Background: an optimization exercise with open tools, aiming at small area, a short achievable clock period and few clock cycles. Do not read the settings as production practice.
In this exercise RTL edits were held to simulation tests only and were not proved equivalent to the original.
No activity file was given, so power comes from the tool's default toggle rates.

[design/flow/run.sh]
#!/bin/bash
# synth_recipe.tcl (not shown) runs the flow's synth.tcl, then flattens the netlist and writes it again
# the make line also repeats each setting of config.mk as NAME=value (left out here)
make -C /OpenROAD-flow-scripts/flow DESIGN_CONFIG=/design/flow/config.mk WORK_HOME=/design/flow/orfs CLKGATE_MAP_FILE= SYNTH_SCRIPT=/design/flow/synth_recipe.tcl finish
[design/flow/config.mk]
export PLATFORM = sky130hd
export DESIGN_NAME = geofence
export DESIGN_NICKNAME = geofence
export VERILOG_FILES = /design/flow/design.v
export SDC_FILE = /design/flow/constraint.sdc
export NUM_CORES = 4
export LEC_CHECK = 0
export CAP_MARGIN = 20
export CORE_MARGIN = 2
export CORE_UTILIZATION = 40
export SLEW_MARGIN = 20
[design/flow/constraint.sdc]
create_clock -name core_clock -period 5.5 [get_ports {clk}]
set_input_delay 1.1000 -clock core_clock [delete_from_list [all_inputs] [get_ports {clk}]]
set_output_delay 1.1000 -clock core_clock [all_outputs]
set_load 0.01 [all_outputs]
[design/flow/design.v]
`timescale 1ps/1ps
module geofence ( clk,reset,X,Y,valid,is_inside);
  input clk;
  input reset;
  input [9:0] X;
  input [9:0] Y;
  output reg valid;
  output reg is_inside;
  reg me;
  reg  signed [11:0] ma,mb;
  wire signed [23:0] mo; 
  wire mv;
  multi_div #(
    .SIZE_A(12),
    .SIZE_B(12),
    .SIGNED(1),
    .STEP_SIZE(1) 
  ) multi_u1(
    .clk(clk),.reset(reset),
    .en(me),
    .select(1'b0),
    .a(ma),
    .b(mb),
    .P(mo),
    .div_zero(),
    .Valid(mv),
    .Busy()
  );
  reg [2:0] state;
  reg [2:0] state_counter_0,state_counter_1;
  reg [2:0] state_step;
  reg [9:0] check_point [1:0];
  reg [9:0] geofence_point [5:0][1:0];
  reg       check_signed;
  reg signed [26:0] DATA_REG;
  parameter READ_DATA     = 0;
  parameter SORT_POINT    = 1;
  parameter CHECK_IN_SIDE = 2;
  parameter DATA_OUT      = 3;
  integer i;
  always @(posedge clk or posedge reset) begin
    if (reset) begin
      state <= READ_DATA;
      state_step <= 0;
      state_counter_0 <= 0;
      state_counter_1 <= 0;
      me <= 0;
      is_inside <= 1;
    end else begin
      case (state)
        READ_DATA:begin
          if(state_counter_0==0)begin
            check_point[0] <= X;
            check_point[1] <= Y;
            state_counter_0 <= state_counter_0 + 1;
          end
          else begin
            if(state_counter_0 == 6)begin
              state <= SORT_POINT;
              state_counter_0 <= 1;
              state_counter_1 <= 2;
              me <= 0;
            end
            else state_counter_0 <= state_counter_0 + 1;
            geofence_point[state_counter_0-1][0] <= X;
            geofence_point[state_counter_0-1][1] <= Y;
          end 
        end
        SORT_POINT:begin
          case(state_step)
            0:begin
              ma <= (geofence_point[state_counter_0][0] - geofence_point[0][0]) ;  
              mb <= (geofence_point[state_counter_1][1] - geofence_point[0][1]) ;  
              me <= 1;
              state_step <= state_step + 1;
            end
            1:begin
              me <= 0;
              if(mv)begin
                me <= 1;
                DATA_REG <= mo; 
                state_step <= state_step + 1;
                ma <= (geofence_point[state_counter_0][1] - geofence_point[0][1]) ;  
                mb <= (geofence_point[state_counter_1][0] - geofence_point[0][0]) ;  
              end
            end
            2:begin
              me <= 0;
              if(mv)begin
                DATA_REG <= $signed($signed(DATA_REG)-$signed(mo));
                state_step <= state_step + 1;
              end
            end
            3:begin
                if( $signed(DATA_REG) <= 0 )begin
                  geofence_point[state_counter_0][0] <= geofence_point[state_counter_1][0]; 
                  geofence_point[state_counter_0][1] <= geofence_point[state_counter_1][1]; 
                  geofence_point[state_counter_1][0] <= geofence_point[state_counter_0][0]; 
                  geofence_point[state_counter_1][1] <= geofence_point[state_counter_0][1]; 
                end
              state_step <= state_step + 1;
            end
            4:begin
              if(state_counter_0==4)begin
                state <= CHECK_IN_SIDE;
                state_counter_0 <= 0;
                state_counter_1 <= 0;
              end
              else if(state_counter_1==5)begin
                state_counter_0 <= state_counter_0 + 1;
                state_counter_1 <= state_counter_0 + 2;
              end 
              else begin
                state_counter_1 <= state_counter_1 + 1;
              end
              state_step <= 0;
            end
          endcase
        end
        CHECK_IN_SIDE:begin
          case(state_step)
            0:begin 
              ma <= (geofence_point[state_counter_0][0] - check_point[0] );
              mb <= (geofence_point[ ((state_counter_0+1)==6 ? 0:(state_counter_0+1)) ][1] - geofence_point[state_counter_0][1] );
              me <= 1;
              state_step <= state_step + 1;
            end
            1:begin
              me <= 0;
              if(mv)begin
                DATA_REG <= mo;
                state_step <= state_step + 1;
              end
            end
            2:begin
              ma <= (geofence_point[state_counter_0][1] - check_point[1] );
              mb <= (geofence_point[ ((state_counter_0+1)==6 ? 0:(state_counter_0+1)) ][0] - geofence_point[state_counter_0][0]);
              me <= 1;
              state_step <= state_step + 1;
            end
            3:begin
              me <= 0;
              if(mv)begin
                if(state_counter_0==0) begin
                  check_signed <= (($signed(DATA_REG)-$signed(mo))>0)? 1:0;
                  state_counter_0 <= state_counter_0 + 1;
                end
                else begin
                  if(check_signed != ((($signed(DATA_REG)-$signed(mo))>0)? 1:0) )begin
                    is_inside <= 0;
                    state <= DATA_OUT;
                  end else if(state_counter_0==5)begin
                    state <= DATA_OUT;
                  end else begin
                    state_counter_0 <= state_counter_0 + 1;
                  end
                end
                state_step <= 0;
              end
            end
          endcase
        end
        default begin
          state <= READ_DATA;
          state_step <= 0;
          state_counter_0 <= 0;
          state_counter_1 <= 0;
          me <= 0;
          is_inside <= 1;
        end
      endcase
    end
  end
  always@(*)begin
    valid <= (state == DATA_OUT) ? 1'b1:1'b0;
  end
endmodule
module multi_div
#(
  parameter SIZE_A = 128,
  parameter SIZE_B = 64,
  parameter SIGNED = 0,
  parameter STEP_SIZE = 1 
)(
  input wire clk,reset,
  input wire en,
  input wire select,
  input wire [SIZE_A-1:0] a,
  input wire [SIZE_B-1:0] b,
  output reg [SIZE_A+SIZE_B-1:0] P,
  output reg div_zero,
  output reg Valid,
  output reg Busy
);
  parameter READ_IN       = 0,
            CALCULATE     = 1,
            PREPARE_DATA  = 2,
            DATA_OUT      = 3;
  reg [1:0] state;
  reg [9:0] state_counter;
  reg neg_signed;
  reg [SIZE_A-1:0] data_b;
  reg [SIZE_A+SIZE_B:0] r;   
  always@(*)begin
    Valid <= (state == DATA_OUT) ? 1'b1:1'b0;
    Busy  <= (state == CALCULATE || state == PREPARE_DATA) ? 1'b1:1'b0;
  end
  always@(posedge clk or posedge reset)begin
    if(reset)begin
      state <= READ_IN;
      state_counter <= 0;
    end else begin
      case(state)
        READ_IN   :begin
          if(en)begin
            if(select && b==0)begin
              state <= DATA_OUT;
              div_zero <= 1;
            end else begin
              state <= CALCULATE;
              div_zero <= 0;
            end 
            state_counter <= 0;
          end  
        end
        CALCULATE :begin
          if(state_counter == (SIZE_A/STEP_SIZE)-1)begin
            state <= PREPARE_DATA;
            state_counter <= 0;
          end
          else begin
            state_counter <= state_counter + 1;
          end
        end
        PREPARE_DATA:begin
          state <= DATA_OUT;
          state_counter <= 0;
        end
        DATA_OUT  :begin
          state <= READ_IN;
          state_counter <= 0;
        end
        default begin
          state <= READ_IN;
          state_counter <= 0;
        end
      endcase
    end
  end
  reg [SIZE_A-1:0] na;
  reg [SIZE_B-1:0] nb;
  reg in_select;
  integer i;
  always@(posedge clk or posedge reset)begin
    if(reset)begin
      r = 0;
      data_b = 0;
			P = 0;
      neg_signed = 0;
    end else begin
      case(state)
        READ_IN   :begin
          if(en)begin
            if(SIGNED)begin
              neg_signed = a[SIZE_A-1] ^ b[SIZE_B-1];
              na = a[SIZE_A-1] ? -a:a;
              nb = b[SIZE_B-1] ? -b:b;
            end
            else begin
              na = a;
              nb = b;
            end
            r = {na,1'b0,{SIZE_B{1'b0}}};
            data_b = nb;
            in_select = select;
          end  
        end
        CALCULATE :begin
          for(i=0;i<STEP_SIZE;i=i+1)begin 
          	r = r[SIZE_A+SIZE_B] ? ((r<<1)+data_b) : (r<<1);
          end
        end
        PREPARE_DATA:begin
          P = r[SIZE_A+SIZE_B-1:0];
          if(neg_signed)begin
            P = -P;
          end
        end
      endcase
    end
  end
endmodule
==> flow_summary.rst <==
.. list-table::
   :header-rows: 1

   * - Metric
     - Value
   * - Post-synthesis cell count
     - 2859
   * - Number of enable-type register cells in the synthesized netlist
     - 190
   * - Sequential cell area
     - 7880 um^2
   * - Static leakage
     - between 10 and 15 nW
   * - Share of post-route cells with drive strength above 1
     - 0.0732
   * - Core area
     - between 50000 and 60000 um^2
   * - Power per standard cell area
     - 238 nW/um^2
   * - Average detailed-routed wire length per instance
     - between 20 and 25 um
   * - Post-cts hold buffer count
     - 0
   * - Num ports
     - 24
   * - Library cell appearing most often on the critical path
     - sky130_fd_sc_hd__o21ai_0
   * - Initial antenna violation count
     - 2
   * - Final weighted congestion in routability-driven placement
     - 0.971
   * - Count of clock tree sinks
     - between 200 and 300
   * - Max-capacitance violation count
     - 0
   * - Post-route clock skew
     - between 30 and 40 ps
   * - Initial Utilization
     - 0.403
   * - Antenna-violating nets left
     - 0
   * - Reg-to-reg startpoint
     - state_counter_1[1]
   * - Total count of hold-check failures in the final report
     - 0
   * - Data arrival time of the critical path
     - between 5000 and 6000 ps
   * - Status
     - finished clean
   * - Total negative slack
     - 0 ps
   * - Placed wire-length estimate after detailed placement
     - around 64000 um
   * - Maximum number of pins on one net before global-route repair
     - between 100 and 150
   * - Total number of vias
     - between 20000 and 25000
   * - Area of the mapped netlist
     - around 24000 um^2
   * - Cell Rows
     - between 80 and 90
   * - Area of the die
     - around 61000 um^2
   * - Max Fanout on Critical Path
     - 27
   * - Die boundary width
     - 247 um
   * - Startpoint of the worst setup timing path
     - state_counter_1[1]
   * - Achievable Freq
     - roughly 190 MHz
   * - Setup crit start kind
     - register
   * - Congestion Overflow GR
     - 0
   * - Final number of setup-violating endpoints
     - 0
   * - Count of buffers added by post-CTS timing repair for setup
     - 0
   * - Master cell of the clock root buffer
     - sky130_fd_sc_hd__clkbuf_16
   * - Buffers on Ports
     - 23
   * - Asr flop ratio synth
     - 0.314
   * - Layout fillers
     - between 5000 and 6000
   * - Clock latency of the later-clocked register in the worst-skew pair
     - ~570 ps
   * - Transition time of the tightest slew-check pin
     - between 1000 and 1500 ps
   * - VDD IR-drop max
     - 0.214 mV
   * - P&R area growth vs syn
     - 9.72%
   * - Fin crit period
     - ~5000 ps
   * - Most instantiated flip-flop cell in the synthesis netlist
     - sky130_fd_sc_hd__edfxtp_1
   * - Max-slew violation count
     - 0
   * - Worst flop-to-flop path endpoint
     - mb[10]
   * - Setup Crit Path Kind
     - register to register
   * - Routed WL
     - approximately 84000 um
   * - GR Util All Layers
     - 0.272
   * - First DRT Iteration DRCs
     - around 2500
   * - Number of nets in the layout
     - 3002
   * - Setup repair after global routing missed its margin
     - false
   * - Area used by multi-input combinational logic
     - approximately 14000 um^2
   * - Critical-path top delay cell
     - sky130_fd_sc_hd__ha_2
   * - Number of synthesis warnings
     - 4
   * - Worst-path cell chain
     - inv_1 -> ha_2 -> buf_4 -> mux2_2 -> a222oi_1 -> o21ai_0 -> a21oi_1 -> inv_1 -> ha_1 -> o21ai_0 -> a21boi_0 -> o21ai_0 -> a21boi_0 -> o21ai_0 -> nand2b_1 -> and2_1 -> o21ai_0 -> a221oi_1 -> a21oi_1
   * - Share of the cycle needed by the critical path after routing
     - 0.933
   * - Number of instances in the placed design
     - between 3000 and 4000
   * - Register area share after synthesis
     - 0.333
   * - Die H
     - approximately 250 um
   * - Clock-pin slew of the registers on the worst-case setup and hold paths
     - 70 ps
   * - Clock tree from TritonCTS
     - done
   * - Capturing element type of the critical path
     - register
   * - Maximum single-stage delay on the critical path
     - roughly 520 ps
   * - Avg Vias per Cell
     - about 6.1
   * - CTS Buffer Depth
     - 3
   * - Via count of the first global-routing pass
     - about 22000
   * - Non-filler instance count after layout
     - 3614
   * - First-pass GRT wire length
     - around 130000 um
   * - Number of buffers created by CTS
     - 35
   * - Netlist cell types
     - around 80
   * - Syn_nets
     - 3044
   * - Number of detailed-routing iterations run before antenna repair
     - 8
   * - Max H-tree Level
     - 2
   * - Critical Path RT
     - 5770 ps
   * - Worst-case reg-to-reg path depth
     - 19
   * - Register-to-register setup slack
     - 370 ps
   * - Final core utilization
     - 0.442
   * - Worst min-delay path category
     - register to register
   * - Number of flip-flops and latches in the synthesized netlist
     - around 280
   * - Headroom to the max-slew limit
     - 0.268
   * - # DRC
     - 0
   * - Average cell area after synthesis
     - about 8.3 um^2
   * - Capturing element of the worst setup path
     - mb[10]
per-stage QoR:
stage                     power [W]  hold slack (ps)  cell area (um^2)  worst slack [ps]
after floorplan             0.00352              451             23700               542
after global placement      0.00387              471             24800               606
after detailed placement    0.00390              477             24800               462
after CTS                   0.00623              489             26000               445
after global routing        0.00648              521             26000              4.83
final                       0.00619              486             26000               368
what timing repair did:
action                     in CTS  in global routing
hold endpoints to repair        0                  0
resized for setup               0                  1
setup endpoints to repair       0                  1
metal layers:
layer  global-route usage  part of all wire  up-vias
met1                0.347              0.42    10600
met5                    0           0.00020        -
met3               0.0474             0.080      204
met4                0.100             0.033        2
met2                0.460              0.47      995
li1                     -                 -    10400
critical path, delay by kind of cell (launching register included):
family | cells | cell delay (ps)
compound gates | 11 | 2280
fa+ha+maj | 2 | 840
buf+inv | 3 | 650
flops | 1 | 390
mux | 1 | 390
simple gates | 2 | 260
kinds of logic (layout without fill, tap and decap cells):
| group | after synthesis | after routing | share of synthesized area |
|---|---|---|---|
| xor gates and xnor gates | 125 | 125 | 0.0462 |
| other | 0 | 1 | 0 |
| DFF | 277 | 277 | 0.333 |
| adders and majority gates | 163 | 163 | 0.0893 |
| muxes | 102 | 102 | 0.0458 |
| and+or+nand+nor | 914 | 914 | 0.173 |
| AOI/OAI and AO/OA | 917 | 917 | 0.255 |
| buffers and inverters | 361 | 342 | 0.0578 |
where the power goes:
| part | internal (W) | switching, W | total (W) |
|---|---|---|---|
| sequential | 0.00233 | 0.000164 | 0.00249 |
| combinational | 0.000533 | 0.000841 | 0.00137 |
| clock | 0.00139 | 0.000941 | 0.00233 |
sequential cells by signal, summed over array words and instances (netlist names), 2 cells and up:
register,cells
multi_u1.r,25
multi_u1.data_b,12
mb,11
multi_u1.P,24
DATA_REG,27
multi_u1.state_counter,10
ma,11
check_point,20
multi_u1.state,2
state_step,3
state_counter_0,3
state_counter_1,3
geofence_point,120
state,2
worst min-delay path by stage:
stage / slack [ps] / end / from / depth (start not counted)
after floorplan: 450 / multi_u1.data_b[0] / multi_u1.data_b[0] / 2
after global placement: 470 / multi_u1.data_b[0] / multi_u1.data_b[0] / 2
after detailed placement: 480 / multi_u1.data_b[0] / multi_u1.data_b[0] / 2
after CTS: 490 / multi_u1.data_b[0] / multi_u1.data_b[0] / 2
after global routing: 520 / multi_u1.data_b[11] / multi_u1.data_b[11] / 1
final: 490 / multi_u1.data_b[0] / multi_u1.data_b[0] / 2
cell usage after synthesis (all sizes together) (13+ instances only):
| library cell | number | share of area |
|---|---|---|
| a22oi | 30 | 0.0095 |
| nor4 | 15 | 0.0042 |
| inv | 177 | 0.028 |
| a221o | 39 | 0.017 |
| a222oi | 22 | 0.0093 |
| nand4 | 18 | 0.0048 |
| nor2 | 164 | 0.026 |
| nand2 | 458 | 0.073 |
| o21a | 13 | 0.0041 |
| edfxtp | 190 | 0.24 |
| nand2b | 34 | 0.0090 |
| mux2i | 60 | 0.025 |
| and3 | 15 | 0.0040 |
| xnor2 | 55 | 0.020 |
| clkbuf | 158 | 0.025 |
| a221oi | 41 | 0.016 |
| nand3 | 51 | 0.011 |
| a21o | 20 | 0.0063 |
| or3 | 18 | 0.0048 |
| ha | 153 | 0.081 |
| dfrtp | 86 | 0.091 |
| nor2b | 49 | 0.013 |
| o221ai | 19 | 0.0070 |
| mux2 | 42 | 0.020 |
| a22o | 15 | 0.0055 |
| xor2 | 70 | 0.026 |
| nor3 | 41 | 0.0087 |
| buf | 25 | 0.0044 |
| a21boi | 19 | 0.0060 |
| a31oi | 15 | 0.0040 |
| and2 | 19 | 0.0050 |
| o211ai | 80 | 0.025 |
| o21ai | 233 | 0.049 |
| a211oi | 34 | 0.011 |
| o31ai | 22 | 0.0072 |
| o22ai | 24 | 0.0063 |
| a21oi | 232 | 0.049 |
placed cells by master (no fill, tap or decap), types with 80 or more instances in the layout:
cell	netlist	routed
sky130_fd_sc_hd__nand2_1	457	457
sky130_fd_sc_hd__ha_1	153	149
sky130_fd_sc_hd__dfrtp_1	86	86
sky130_fd_sc_hd__edfxtp_1	190	190
sky130_fd_sc_hd__o211ai_1	80	80
sky130_fd_sc_hd__nor2_1	164	158
sky130_fd_sc_hd__a21oi_1	230	230
sky130_fd_sc_hd__buf_4	0	81
sky130_fd_sc_hd__o21ai_0	223	222
sky130_fd_sc_hd__inv_1	177	176
layout make-up:
class                      instances  area share
timing repair buffer             104      0.0323
sequential                       277       0.303
clock buffer                      49      0.0393
antenna                            1   0.0000963
clock inverter                    11     0.00400
tap                              773      0.0372
inverter                         178      0.0258
multi-input combinational       2221       0.558
Testbench counts, summed over its fixed seeds: cycles 787,840.

## what the ideal ports hide
The flow's constraints put no driver on any port. The routed layout listed below was extracted and timed again, unchanged, in two steps.
Step 1, drivers: a clkbuf_16 drives clk and a buf_2 each remaining input, both assumed.
Step 2 also shifts input and output timing later by t, the mid clock arrival at the registers, as if the neighbouring blocks saw the same clock.
Three values: ideal, step 1, step 2; two values: the first two.
t, ns: 0.613
slack for setup (ns): 0.368 / 0.368 / 0.368
latest minus earliest clock arrival (ns): 0.037 / 0.036
worst register clock-pin slew, ns: 0.07 / 0.07
After both steps this run still meets setup and hold. The setup slack of this run moves by 0.000 ns with the drivers and by 0.000 ns with both steps.
